This is an optimization exercise on Yosys and OpenROAD, whose aim is small area and a short achievable clock period, not a production implementation. Only simulation tests tie the RTL to the original design; equivalence was not proved. Power figures rest on the tool's default switching activity, not on a simulated workload.

==> flow/design.v <==
`timescale 1ns / 1ps
module PPCPU(Clock, Resetn, PC, IF_Inst, MEM_Alu,
             DM_Write, DM_WData, DM_RData);
input Clock, Resetn;
input [31:0] IF_Inst;
output [31:0] PC;
output [31:0] MEM_Alu;
output DM_Write;
output [31:0] DM_WData;
input [31:0] DM_RData;
integer i;
reg [31:2] pc;               
reg [31:0] ir;               
reg        id_j, id_r1, id_r2;    
reg [31:28] id_pc4;          
reg [31:1] rs_oh, rt_oh;     
reg [31:0] ea, eb;           
reg [31:0] es;               
reg        e_fa;             
reg        e_fbp, e_fbn, e_fbr, e_fbs;    
reg        e_add, e_sub, e_and, e_or, e_xor, e_srl, e_sll;
reg [4:0]  exe_rn;
reg        exe_wreg, exe_m2reg, exe_wmem, exe_is_jump, exe_is_beq, exe_is_bne;
reg [31:0] mem_alu, mem_b;
reg [31:0] mem_alu_n;        
reg [4:0]  mem_rn;
reg        mem_wreg, mem_m2reg, mem_wmem, mem_branch;
reg        wb_branch;
reg [32*32-1:32] rf;         
reg [31:1] vld;              
assign PC = {pc, 2'b00};
assign MEM_Alu = mem_alu;
assign DM_Write = mem_wmem;
assign DM_WData = mem_b;
function [31:1] onehot(input [4:0] n);
    integer k;
    for (k = 1; k < 32; k = k + 1) onehot[k] = n == k;
endfunction
wire [31:0] mem_wd = mem_m2reg ? DM_RData : mem_alu;    
reg [31:1] rf_we;
always @(posedge Clock)
    for (i = 1; i < 32; i = i + 1)
        if (rf_we[i]) rf[i*32 +: 32] <= mem_wd;
always @(posedge Clock or negedge Resetn)
    if (!Resetn) vld <= 0;
    else vld <= vld | rf_we;
wire [5:0] op = ir[31:26];
wire [5:0] func = ir[25:20];
wire [4:0] rs = ir[9:5];
wire [4:0] rt = ir[4:0];
wire [4:0] rd = ir[14:10];
wire op0 = op == 6'd0, op1 = op == 6'd1, op2 = op == 6'd2;
wire i_add  = op0 & (func[2:0] == 3'b001);
wire i_and  = op1 & (func[2:0] == 3'b001);
wire i_or   = op1 & (func[2:0] == 3'b010);
wire i_xor  = op1 & (func[2:0] == 3'b100);
wire i_srl  = op2 & (func[2:0] == 3'b010);
wire i_sll  = op2 & (func[2:0] == 3'b011);
wire i_addi = op == 6'd5;
wire i_andi = op == 6'd9;
wire i_ori  = op == 6'd10;
wire i_xori = op == 6'd12;
wire i_lw   = op == 6'd13;
wire i_sw   = op == 6'd14;
wire i_beq  = op == 6'd15;
wire i_bne  = op == 6'd16;
wire i_j    = op == 6'd18;
wire rs1_is_reg = id_r1;
wire rs2_is_reg = id_r2;
wire shift  = i_sll|i_srl;
wire aluimm = i_addi|i_andi|i_ori|i_xori|i_lw|i_sw;
wire regrt  = i_addi|i_andi|i_ori|i_xori|i_lw;
wire sext   = i_addi|i_lw|i_sw|i_beq|i_bne;
wire a_exe = rs1_is_reg & exe_wreg & (exe_rn == rs);
wire b_exe = rs2_is_reg & exe_wreg & (exe_rn == rt);
wire a_mem = rs1_is_reg & mem_wreg & (mem_rn == rs);
wire b_mem = rs2_is_reg & mem_wreg & (mem_rn == rt);
wire stall = (exe_m2reg & (a_exe | b_exe)) | exe_is_bne | exe_is_beq;
wire discard = exe_is_jump | mem_branch | wb_branch | stall;
wire f1 = func == 6'd1, f2 = func == 6'd2, f3 = func == 6'd3, f4 = func == 6'd4;
wire d_add = op0 | i_addi | i_lw | i_sw;
wire d_and = (op1 & f1) | i_andi;
wire d_or  = (op1 & f2) | i_ori;
wire d_xor = (op1 & f4) | i_xori;
wire d_srl = op2 & f2;
wire d_sll = op2 & f3;
wire d_sub = i_beq | i_bne;
wire va = |(rs_oh & vld), vb = |(rt_oh & vld);
reg [31:0] ra, rb;
always @* begin
    ra = 0;
    rb = 0;
    for (i = 1; i < 32; i = i + 1) begin
        ra = ra | ({32{rs_oh[i]}} & rf[i*32 +: 32]);
        rb = rb | ({32{rt_oh[i]}} & rf[i*32 +: 32]);
    end
end
wire [31:0] qa = va ? ra : {28'b0, (rs <= 5'd8) ? rs[3:0] : 4'd0};
wire [31:0] qb = vb ? rb : {28'b0, (rt <= 5'd8) ? rt[3:0] : 4'd0};
wire id_wreg = (i_add|i_and|i_or|i_xor|i_sll|i_srl|i_addi|i_andi|i_ori|i_xori|i_lw) & ~discard;
wire [4:0] id_rn = regrt ? rt : rd;
wire [31:0] imm = {{16{sext & ir[25]}}, ir[25:10]};
wire [31:0] opb_id = aluimm ? imm : b_mem ? mem_wd : qb;
function [31:0] rev32(input [31:0] x);
    integer k;
    for (k = 0; k < 32; k = k + 1) rev32[k] = x[31-k];
endfunction
function [2:0] if_flags(input [31:0] w);    
    reg o0, o1, o2, add, a, o, x, rl, ll, addi, andi, ori, xori, lw, sw, beq, bne;
    begin
        o0 = w[31:26] == 6'd0; o1 = w[31:26] == 6'd1; o2 = w[31:26] == 6'd2;
        add = o0 & (w[22:20] == 3'b001);
        a   = o1 & (w[22:20] == 3'b001);
        o   = o1 & (w[22:20] == 3'b010);
        x   = o1 & (w[22:20] == 3'b100);
        rl  = o2 & (w[22:20] == 3'b010);
        ll  = o2 & (w[22:20] == 3'b011);
        addi = w[31:26] == 6'd5;  andi = w[31:26] == 6'd9;  ori = w[31:26] == 6'd10;
        xori = w[31:26] == 6'd12; lw = w[31:26] == 6'd13;   sw = w[31:26] == 6'd14;
        beq = w[31:26] == 6'd15;  bne = w[31:26] == 6'd16;
        if_flags = {w[31:26] == 6'd18,
                    add|a|o|x|addi|andi|ori|xori|lw|sw|beq|bne,
                    add|a|o|x|rl|ll|sw|beq|bne};
    end
endfunction
wire [31:2] pc4 = pc + 30'd1;
wire [31:2] bpc = pc + {{13{mem_b[16]}}, mem_b[16:0]};
wire [31:2] pcadd = mem_branch ? bpc : pc4;
wire [31:2] jpc = {id_pc4, ir[25:0]};
wire [31:2] npc = (id_j & ~wb_branch & ~mem_branch) ? jpc : pcadd;
always @(posedge Clock or negedge Resetn)
    if (!Resetn) begin
        pc <= 0;
        ir <= 0;
        {id_j, id_r1, id_r2} <= 0;
    end else if (!stall) begin
        pc <= npc;
        ir <= IF_Inst;
        {id_j, id_r1, id_r2} <= if_flags(IF_Inst);
    end
always @(posedge Clock)
    if (!stall) begin
        id_pc4 <= pcadd[31:28];    
        rs_oh <= onehot(IF_Inst[9:5]);
        rt_oh <= onehot(IF_Inst[4:0]);
    end
always @(posedge Clock) begin
    ea <= shift ? {27'b0, ir[19:15]} : a_exe ? 32'b0 : a_mem ? mem_wd : qa;
    eb <= (~aluimm & b_exe) ? 32'b0 : d_sub ? ~opb_id : d_sll ? rev32(opb_id) : opb_id;
    es <= (i_beq | i_bne) ? {15'b0, {ir[25], ir[25:10]} - 17'd1} : qb;
    e_fa <= ~shift & a_exe;
    e_fbp <= ~aluimm & b_exe & ~d_sub;
    e_fbn <= ~aluimm & b_exe & d_sub;
    e_fbr <= ~aluimm & b_exe & d_sll;
    e_fbs <= ~aluimm & b_exe & ~d_sll;
end
always @(posedge Clock or negedge Resetn)
    if (!Resetn) begin
        {e_add, e_sub, e_and, e_or, e_xor, e_srl, e_sll} <= 0;
        exe_rn <= 0;
        {exe_wreg, exe_m2reg, exe_wmem, exe_is_jump, exe_is_beq, exe_is_bne} <= 0;
    end else begin
        {e_add, e_sub, e_and, e_or, e_xor, e_srl, e_sll} <= {d_add, d_sub, d_and, d_or, d_xor, d_srl, d_sll};
        exe_rn <= id_rn;
        exe_wreg <= id_wreg;
        exe_m2reg <= i_lw;
        exe_wmem <= i_sw & ~discard;
        exe_is_jump <= i_j;
        exe_is_beq <= i_beq & ~discard;
        exe_is_bne <= i_bne & ~discard;
    end
wire [31:0] alua = ({32{e_fa}} & mem_alu) | ea;
wire [31:0] alub = ({32{e_fbp}} & mem_alu) | ({32{e_fbn}} & mem_alu_n) | eb;
wire [31:0] sh_in = ({32{e_fbs}} & mem_alu) | ({32{e_fbr}} & rev32(mem_alu)) | eb;
reg [31:0] shl;
wire [31:0] shr = sh_in >> ea[4:0];
always @* for (i = 0; i < 32; i = i + 1) shl[i] = shr[31-i];
wire [32:0] sum2 = {alua, 1'b1} + {alub, e_sub};
wire [31:0] sum = sum2[32:1];
wire [31:0] ealu = ({32{e_add | e_sub}} & sum)
                 | ({32{e_and}} & (alua & alub))
                 | ({32{e_or}}  & (alua | alub))
                 | ({32{e_xor}} & (alua ^ alub))
                 | ({32{e_srl}} & shr)
                 | ({32{e_sll}} & shl);
wire eq = &(alua ^ alub);    
wire branch = (exe_is_beq & eq) | (exe_is_bne & ~eq);
always @(posedge Clock or negedge Resetn)
    if (!Resetn) begin
        mem_alu <= 0;
        mem_rn <= 0;
        rf_we <= 0;
        {mem_wreg, mem_m2reg, mem_wmem, mem_branch} <= 0;
        wb_branch <= 0;
    end else begin
        mem_alu <= ealu;
        mem_rn <= exe_rn;
        rf_we <= exe_wreg ? onehot(exe_rn) : 31'b0;
        {mem_wreg, mem_m2reg, mem_wmem, mem_branch} <= {exe_wreg, exe_m2reg, exe_wmem, branch};
        wb_branch <= mem_branch;
    end
always @(posedge Clock) begin
    mem_alu_n <= ~ealu;
    mem_b <= es;
end
endmodule
export LEC_CHECK = 0
export CAP_MARGIN = 20
export CORE_MARGIN = 2
export CORE_UTILIZATION = 55
export SETUP_SLACK_MARGIN = 4.3
export SLEW_MARGIN = 20
export TNS_END_PERCENT = 0
export BUFFER_PORTS_ARGS = -buffer_cell sky130_fd_sc_hd__buf_2
create_clock -name core_clock -period 7.0 [get_ports {Clock}]
standard.sh (not shown) runs the stock make flow with config.mk's settings and CLKGATE_MAP_FILE= SYNTH_SCRIPT=/design/flow/synth_recipe.tcl, a recipe that flattens the netlist after the stock synthesis.
==> flow/flow/run.sh <==
#!/bin/bash
# Layout: the standard flow (the standard.sh, standard synthesis unchanged), with
# one change: the input and output ports are buffered with buf_2 cells instead of
# the buffer that buffer_ports picks by default (a slow delay cell).
set -e
PORT_BUF="-buffer_cell sky130_fd_sc_hd__buf_2"
export BUFFER_PORTS_ARGS="$PORT_BUF"
if [ -w config.mk ]; then
    echo "export BUFFER_PORTS_ARGS = $PORT_BUF" >> config.mk
fi
bash standard.sh > standard_sh.log 2>&1
Edit:
--- a/flow/design.v
+++ b/flow/design.v
@@ -16,13 +16,11 @@
 reg [31:1] rs_oh, rt_oh;     
 reg [31:0] ea, eb;           
 reg [31:0] es;               
-reg        e_fa;             
-reg        e_fbp, e_fbn, e_fbr, e_fbs;    
+reg        e_fa, e_fb;       
 reg        e_add, e_sub, e_and, e_or, e_xor, e_srl, e_sll;
 reg [4:0]  exe_rn;
 reg        exe_wreg, exe_m2reg, exe_wmem, exe_is_jump, exe_is_beq, exe_is_bne;
 reg [31:0] mem_alu, mem_b;
-reg [31:0] mem_alu_n;        
 reg [4:0]  mem_rn;
 reg        mem_wreg, mem_m2reg, mem_wmem, mem_branch;
 reg        wb_branch;
@@ -32,12 +30,12 @@
 assign MEM_Alu = mem_alu;
 assign DM_Write = mem_wmem;
 assign DM_WData = mem_b;
-function [31:1] onehot(input [4:0] n);
-    integer k;
-    for (k = 1; k < 32; k = k + 1) onehot[k] = n == k;
-endfunction
 wire [31:0] mem_wd = mem_m2reg ? DM_RData : mem_alu;    
-reg [31:1] rf_we;
+wire [31:1] rf_we;
+genvar g;
+generate for (g = 1; g < 32; g = g + 1) begin : wdec
+    assign rf_we[g] = mem_wreg & (mem_rn == g);
+end endgenerate
 always @(posedge Clock)
     for (i = 1; i < 32; i = i + 1)
         if (rf_we[i]) rf[i*32 +: 32] <= mem_wd;
@@ -100,11 +98,6 @@
 wire id_wreg = (i_add|i_and|i_or|i_xor|i_sll|i_srl|i_addi|i_andi|i_ori|i_xori|i_lw) & ~discard;
 wire [4:0] id_rn = regrt ? rt : rd;
 wire [31:0] imm = {{16{sext & ir[25]}}, ir[25:10]};
-wire [31:0] opb_id = aluimm ? imm : b_mem ? mem_wd : qb;
-function [31:0] rev32(input [31:0] x);
-    integer k;
-    for (k = 0; k < 32; k = k + 1) rev32[k] = x[31-k];
-endfunction
 function [2:0] if_flags(input [31:0] w);    
     reg o0, o1, o2, add, a, o, x, rl, ll, addi, andi, ori, xori, lw, sw, beq, bne;
     begin
@@ -138,21 +131,22 @@
         ir <= IF_Inst;
         {id_j, id_r1, id_r2} <= if_flags(IF_Inst);
     end
+function [31:1] onehot(input [4:0] n);
+    integer k;
+    for (k = 1; k < 32; k = k + 1) onehot[k] = n == k;
+endfunction
 always @(posedge Clock)
-    if (!stall) begin
-        id_pc4 <= pcadd[31:28];    
-        rs_oh <= onehot(IF_Inst[9:5]);
-        rt_oh <= onehot(IF_Inst[4:0]);
-    end
+    if (!stall) id_pc4 <= pcadd[31:28];    
+always @(posedge Clock) begin
+    rs_oh <= onehot(stall ? ir[9:5] : IF_Inst[9:5]);
+    rt_oh <= onehot(stall ? ir[4:0] : IF_Inst[4:0]);
+end
 always @(posedge Clock) begin
     ea <= shift ? {27'b0, ir[19:15]} : a_exe ? 32'b0 : a_mem ? mem_wd : qa;
-    eb <= (~aluimm & b_exe) ? 32'b0 : d_sub ? ~opb_id : d_sll ? rev32(opb_id) : opb_id;
+    eb <= aluimm ? imm : b_exe ? 32'b0 : b_mem ? mem_wd : qb;
     es <= (i_beq | i_bne) ? {15'b0, {ir[25], ir[25:10]} - 17'd1} : qb;
     e_fa <= ~shift & a_exe;
-    e_fbp <= ~aluimm & b_exe & ~d_sub;
-    e_fbn <= ~aluimm & b_exe & d_sub;
-    e_fbr <= ~aluimm & b_exe & d_sll;
-    e_fbs <= ~aluimm & b_exe & ~d_sll;
+    e_fb <= ~aluimm & b_exe;
 end
 always @(posedge Clock or negedge Resetn)
     if (!Resetn) begin
@@ -170,12 +164,12 @@
         exe_is_bne <= i_bne & ~discard;
     end
 wire [31:0] alua = ({32{e_fa}} & mem_alu) | ea;
-wire [31:0] alub = ({32{e_fbp}} & mem_alu) | ({32{e_fbn}} & mem_alu_n) | eb;
-wire [31:0] sh_in = ({32{e_fbs}} & mem_alu) | ({32{e_fbr}} & rev32(mem_alu)) | eb;
-reg [31:0] shl;
+wire [31:0] alub = ({32{e_fb}} & mem_alu) | eb;
+reg [31:0] sh_in, shl;
+always @* for (i = 0; i < 32; i = i + 1) sh_in[i] = e_sll ? alub[31-i] : alub[i];
 wire [31:0] shr = sh_in >> ea[4:0];
 always @* for (i = 0; i < 32; i = i + 1) shl[i] = shr[31-i];
-wire [32:0] sum2 = {alua, 1'b1} + {alub, e_sub};
+wire [32:0] sum2 = {alua, 1'b1} + {alub ^ {32{e_sub}}, e_sub};
 wire [31:0] sum = sum2[32:1];
 wire [31:0] ealu = ({32{e_add | e_sub}} & sum)
                  | ({32{e_and}} & (alua & alub))
@@ -183,24 +177,21 @@
                  | ({32{e_xor}} & (alua ^ alub))
                  | ({32{e_srl}} & shr)
                  | ({32{e_sll}} & shl);
-wire eq = &(alua ^ alub);    
+wire eq = alua == alub;
 wire branch = (exe_is_beq & eq) | (exe_is_bne & ~eq);
 always @(posedge Clock or negedge Resetn)
     if (!Resetn) begin
         mem_alu <= 0;
         mem_rn <= 0;
-        rf_we <= 0;
         {mem_wreg, mem_m2reg, mem_wmem, mem_branch} <= 0;
         wb_branch <= 0;
     end else begin
         mem_alu <= ealu;
         mem_rn <= exe_rn;
-        rf_we <= exe_wreg ? onehot(exe_rn) : 31'b0;
         {mem_wreg, mem_m2reg, mem_wmem, mem_branch} <= {exe_wreg, exe_m2reg, exe_wmem, branch};
         wb_branch <= mem_branch;
     end
 always @(posedge Clock) begin
-    mem_alu_n <= ~ealu;
     mem_b <= es;
 end
 endmodule
After rerunning: The new run completed without violations; cell count goes down by 4.0%; wire length goes down by 1.1%; power goes down by 16%; core utilization goes up by 0.78 points; clock-buffer cell count goes up by 2; design area goes down by 3.0%.

what the ideal ports hide:
The flow's constraints put no driver on any port. The routed layouts listed below were extracted and timed again, unchanged, in two steps.
Step 1 sets driving cells, clkbuf_16 on the clock port and buf_2 on the other inputs (assumed; they add their load-dependent delay and slew).
Step 2 also shifts input and output timing later by t, the mid clock arrival at the registers, as if the neighbouring blocks saw the same clock.
Slacks: ideal / step 1 / step 2; pairs: ideal / step 1.
run	t (ns)	setup slack, ns	cell pins on the clock port's net
the first run	0.874	3.359 / 3.359 / 3.359	1
the second run	0.853	3.549 / 3.549 / 3.248	1
After both steps setup and hold are still met in every run listed. The setup slack of the second run, which loses most, moves by 0.000 ns with the drivers and by -0.301 ns with both steps.
